What follows belongs to an exercise in optimizing a design on an open flow for small area; a production flow would make more cautious choices.
Function was checked by simulation only, so behaviour that the tests miss may differ from the original.

==> run a: inputs <==
## fft8_top
module fft8_top (
  input  logic         clk,
  input  logic [127:0] x_flat,
  input  logic [191:0] w_flat,
  output logic [127:0] y_flat
);
clock: 10.0 ns
lec_check: 0
abc_area: 0
cap_margin: 20
core_margin: 2
core_utilization: 60
gpl_timing_driven: 0
place_density: 0.7
slew_margin: 20
synth_hierarchical: 1
synth_minimum_keep_size: 0
standard.sh (not shown) runs the stock make flow with config.mk's settings and CLKGATE_MAP_FILE= SYNTH_SCRIPT=/design/flow/synth_recipe.tcl, a recipe that flattens the netlist after the stock synthesis.
==> flow/flow/run.sh <==
#!/bin/bash
# Own layout flow: the standard flow (standard.sh, with its synthesis unchanged) with
# - the port buffers made of the smallest buffer cell (buf_1),
# - clock tree synthesis without dummy loads.
# If the routed layout still has an antenna violation, the layout (not the synthesis) is
# made again with a slightly different placement density.
# Each tool's output goes to a log file of its own in this folder.
set -uo pipefail
bash standard.sh synth > synth.log 2>&1 || exit 1
export BUFFER_PORTS_ARGS="-buffer_cell sky130_fd_sc_hd__buf_1"
export REMOVE_ABC_BUFFERS=1
export CTS_ARGS="-sink_clustering_enable -repair_clock_nets -dont_use_dummy_load -buf_list {sky130_fd_sc_hd__clkbuf_4 sky130_fd_sc_hd__clkbuf_8}"
RES=orfs/results/${FLOW_PLATFORM}/fft8_top/base
for addon in "" 0.12 0.2; do
  tag=${addon:-0}
  if [[ -n "$addon" ]]; then
    export PLACE_DENSITY_LB_ADDON=$addon
    # keep the synthesis, redo everything from the floorplan on
    find "$RES" -maxdepth 1 -type f ! -name '1_*' -delete
    rm -f out/final.def
  fi
  bash standard.sh finish > layout_$tag.log 2>&1 || continue
  printf 'read_db %s\nputs "ANTENNAS [check_antennas]"\n' "$RES/6_final.odb" > ant_$tag.tcl
  openroad -no_init -exit ant_$tag.tcl > antenna_$tag.log 2>&1
  if grep -q "^ANTENNAS 0$" antenna_$tag.log; then exit 0; fi
done
exit 0
==> inputs of run b, as changes to run a <==
--- a/flow/flow/run.sh
+++ b/flow/flow/run.sh
@@ -3,2 +3,3 @@
 # - the port buffers made of the smallest buffer cell (buf_1),
+# - the standard timing-driven placement (it removes the buffers ABC inserted),
 # - clock tree synthesis without dummy loads.
@@ -10,3 +11,2 @@
 export BUFFER_PORTS_ARGS="-buffer_cell sky130_fd_sc_hd__buf_1"
-export REMOVE_ABC_BUFFERS=1
 export CTS_ARGS="-sink_clustering_enable -repair_clock_nets -dont_use_dummy_load -buf_list {sky130_fd_sc_hd__clkbuf_4 sky130_fd_sc_hd__clkbuf_8}"
- GPL_TIMING_DRIVEN: 0 -> not set
==> inputs of run c, as changes to run a <==
==> flow/flow/run.sh (replaced) <==
#!/bin/bash
# Own layout flow: the standard flow (standard.sh, with its synthesis unchanged), with
# the port buffers made of the smallest buffer cell (buf_1) and clock tree synthesis
# without dummy loads, and non-critical gates downsized (RECOVER_POWER) after global routing.  Each tool's output goes to a log file of its own in this folder.
set -euo pipefail
bash standard.sh synth > synth.log 2>&1
export BUFFER_PORTS_ARGS="-buffer_cell sky130_fd_sc_hd__buf_1"
export CTS_ARGS="-sink_clustering_enable -repair_clock_nets -dont_use_dummy_load -buf_list {sky130_fd_sc_hd__clkbuf_4 sky130_fd_sc_hd__clkbuf_8}"
export RECOVER_POWER=100
bash standard.sh finish > layout.log 2>&1
- GPL_TIMING_DRIVEN: 0 -> not set
==> summary of the runs <==
Run c reached the layout checks and failed them: antenna violations, max-capacitance violations, max-slew violations. Run a finished with timing, DRC and antenna clean. Run b finished clean.
Sequential share of layout area: run c > run a > run b.
First-iteration DRC count, highest first: run c, run b, run a.
The lowest wire length belongs to run c, the highest to run a.
Flip-flop and latch count is the same in run c and run a.

* * *

==> run B <==
fft8_top, a different RTL version from the one above (not shown whole).
Design fft8_top, start of the top module:
module fft8_top (
  input  logic         clk,
  input  logic [127:0] x_flat,
  input  logic [191:0] w_flat,
  output logic [127:0] y_flat
);
  logic [127:0] f0_x, f1_x, f2_x;    
  logic [63:0]  f0_a, f1_a, f2_a;    
  logic [127:0] b0_y, b1_y, b2_y;    
  logic [127:0] r1x, r3x, r5x;
  logic [63:0]  r1a, r3a, r5a;
  logic [127:0] r2, r4, r6;
  fft_stage_front #(1) sf0 (.x_N(x_flat), .w_N(w_flat[  0 +: 64]), .xs_N(f0_x), .a_N(f0_a));
  fft_stage_back  #(1) sb0 (.xs_N(r1x), .a_N(r1a), .y_N(b0_y));
  fft_stage_front #(2) sf1 (.x_N(r2),     .w_N(w_flat[ 64 +: 64]), .xs_N(f1_x), .a_N(f1_a));
  fft_stage_back  #(2) sb1 (.xs_N(r3x), .a_N(r3a), .y_N(b1_y));
  fft_stage_front #(3) sf2 (.x_N(r4),     .w_N(w_flat[128 +: 64]), .xs_N(f2_x), .a_N(f2_a));
  fft_stage_back  #(3) sb2 (.xs_N(r5x), .a_N(r5a), .y_N(b2_y));
  always_ff @(posedge clk) begin
    r1x <= f0_x;
    r1a <= f0_a;
    r2  <= b0_y;
    r3x <= f1_x;
    r3a <= f1_a;
    r4  <= b1_y;
    r5x <= f2_x;
    r5a <= f2_a;
    r6  <= b2_y;
  end
  assign y_flat = r6;
endmodule
==> module bf_incdec, before the edit <==
module bf_incdec (
  input  logic [15:0] x,
  input  logic        c16,
  input  logic        a15,
  output logic [15:0] y
);
  wire inc = c16 & ~a15;
  wire dec = a15 & ~c16;
  wire [15:0] p1, p0;
  assign p1[0] = 1'b1;
  assign p0[0] = 1'b1;
  genvar k;
  generate
    for (k = 1; k < 16; k++) begin : g_p
      assign p1[k] = p1[k-1] & x[k-1];
      assign p0[k] = p0[k-1] & ~x[k-1];
    end
  endgenerate
  assign y = x ^ (({16{inc}} & p1) | ({16{dec}} & p0));
endmodule
make LEC_CHECK=0 ABC_AREA=0 CAP_MARGIN=20 CORE_MARGIN=2 CORE_UTILIZATION=60 CTS_BUF_LIST='sky130_fd_sc_hd__clkbuf_4 sky130_fd_sc_hd__clkbuf_8' PLACE_DENSITY=0.7 SLEW_MARGIN=20 SYNTH_HIERARCHICAL=1 SYNTH_MINIMUM_KEEP_SIZE=0 finish   # period 10.0 ns
run.sh (not shown) runs the stock make flow with config.mk's settings and CLKGATE_MAP_FILE= SYNTH_SCRIPT=/design/flow/synth_recipe.tcl, a recipe that flattens the netlist after the stock synthesis.
Stock flow here: none of the scripts above is used.
==> inputs of run M, as changes to run B <==
--- a/flow/design.v
+++ b/flow/design.v
@@ -647,15 +647,22 @@
 );
-  wire inc = c16 & ~a15;
-  wire dec = a15 & ~c16;
-  wire [15:0] p1, p0;
-  assign p1[0] = 1'b1;
-  assign p0[0] = 1'b1;
+  wire nc16, inc, ndec, f0;
+  wire [15:0] p1, np0, flip;
+  bf_inv   u_nc (.a(c16), .y(nc16));
+  bf_nor2  u_inc (.a(nc16), .b(a15), .y(inc));
+  bf_nand2 u_dec (.a(a15), .b(nc16), .y(ndec));
+  bf_xor2  u_f0 (.a(c16), .b(a15), .y(f0));
+  bf_xor2  u_y0 (.a(x[0]), .b(f0), .y(y[0]));
+  assign p1[1] = x[0];
+  assign np0[1] = x[0];
   genvar k;
   generate
-    for (k = 1; k < 16; k++) begin : g_p
-      assign p1[k] = p1[k-1] & x[k-1];
-      assign p0[k] = p0[k-1] & ~x[k-1];
+    for (k = 2; k < 16; k++) begin : g_p
+      bf_and2 u_p1 (.a(p1[k-1]), .b(x[k-1]), .y(p1[k]));
+      bf_or2  u_p0 (.a(np0[k-1]), .b(x[k-1]), .y(np0[k]));
+    end
+    for (k = 1; k < 16; k++) begin : g_y
+      bf_a2bb2o u_f (.a1_n(np0[k]), .a2_n(ndec), .b1(inc), .b2(p1[k]), .x(flip[k]));
+      bf_xor2   u_y (.a(x[k]), .b(flip[k]), .y(y[k]));
     end
   endgenerate
-  assign y = x ^ (({16{inc}} & p1) | ({16{dec}} & p0));
 endmodule
@@ -669,2 +676,18 @@
 endmodule
+module bf_a2bb2o (
+  input  logic a1_n,
+  input  logic a2_n,
+  input  logic b1,
+  input  logic b2,
+  output logic x
+);
+  assign x = (~a1_n & ~a2_n) | (b1 & b2);
+endmodule
+module bf_and2 (
+  input  logic a,
+  input  logic b,
+  output logic y
+);
+  assign y = a & b;
+endmodule
 module bf_fa (
==> flow/flow/run.sh (new file) <==
#!/bin/bash
# Own layout flow: the standard flow (standard.sh, with its synthesis unchanged), with
# the port buffers made of the smallest buffer cell (buf_1) and clock tree synthesis
# without dummy loads.  Each tool's output goes to a log file of its own in this folder.
set -euo pipefail
bash standard.sh synth > synth.log 2>&1
export BUFFER_PORTS_ARGS="-buffer_cell sky130_fd_sc_hd__buf_1"
export CTS_ARGS="-sink_clustering_enable -repair_clock_nets -dont_use_dummy_load -buf_list {sky130_fd_sc_hd__clkbuf_4 sky130_fd_sc_hd__clkbuf_8}"
bash standard.sh finish > layout.log 2>&1
==> flow/standard.sh (new file) <==
#!/bin/bash
# synth_recipe.tcl (not shown) runs the flow's synth.tcl, then flattens the netlist and writes it again
# the make line also repeats each setting of config.mk as NAME=value (left out here)
make -C /OpenROAD-flow-scripts/flow DESIGN_CONFIG=/design/flow/config.mk WORK_HOME=/design/flow/orfs CLKGATE_MAP_FILE= SYNTH_SCRIPT=/design/flow/synth_recipe.tcl "${@:-finish}"
--- a/flow/config.mk
+++ b/flow/config.mk
@@ -11,3 +11,2 @@
 export CORE_UTILIZATION = 60
-export CTS_BUF_LIST = sky130_fd_sc_hd__clkbuf_4 sky130_fd_sc_hd__clkbuf_8
 export PLACE_DENSITY = 0.7
removed: flow/run.sh
==> comparison <==
Between run M and run B, the lower synthesized cell count is in run M (gap 1.2%, measured against run B).
Sequential cell count is the same in run M and run B.
Run M finished but fails on antenna rules. Run B went through all stages and came out clean.

## static timing again, ports no longer ideal
Ports are ideal in the flow. The routed layouts listed here were re-timed in OpenROAD. Step 1 assumes that a clkbuf_16 drives the clock port and a buf_2 every other input. Step 2, shift: input delay + t, output delay - t, t = (earliest + latest rising clock arrival at the registers) / 2. This alone moves slack from input paths to output paths. a / b / c = no drivers / after step 1 / after step 2; a / b = the first two.
run | t (ns) | setup slack, ns | hold slack, ns | cell pins on the clock port's net
run a of note 1 | 0.970 | 0.228 / 0.291 / -0.679 | 0.322 / 0.322 / 0.322 | 1
run b of note 1 | 0.988 | 1.081 / 1.117 / 0.128 | 0.346 / 0.346 / 0.346 | 1
run c of note 1 | 0.971 | 0.689 / 0.744 / -0.226 | 0.345 / 0.345 / 0.345 | 1
run B of note 2 | 1.023 | 1.063 / 1.103 / 0.080 | 0.336 / 0.336 / 0.336 | 1
run M of note 2 | 0.972 | 1.029 / 1.092 / 0.121 | 0.347 / 0.347 / 0.347 | 1
The setup slack of run B of note 2, which loses most, moves by +0.040 ns with the drivers and by -0.983 ns with both steps.
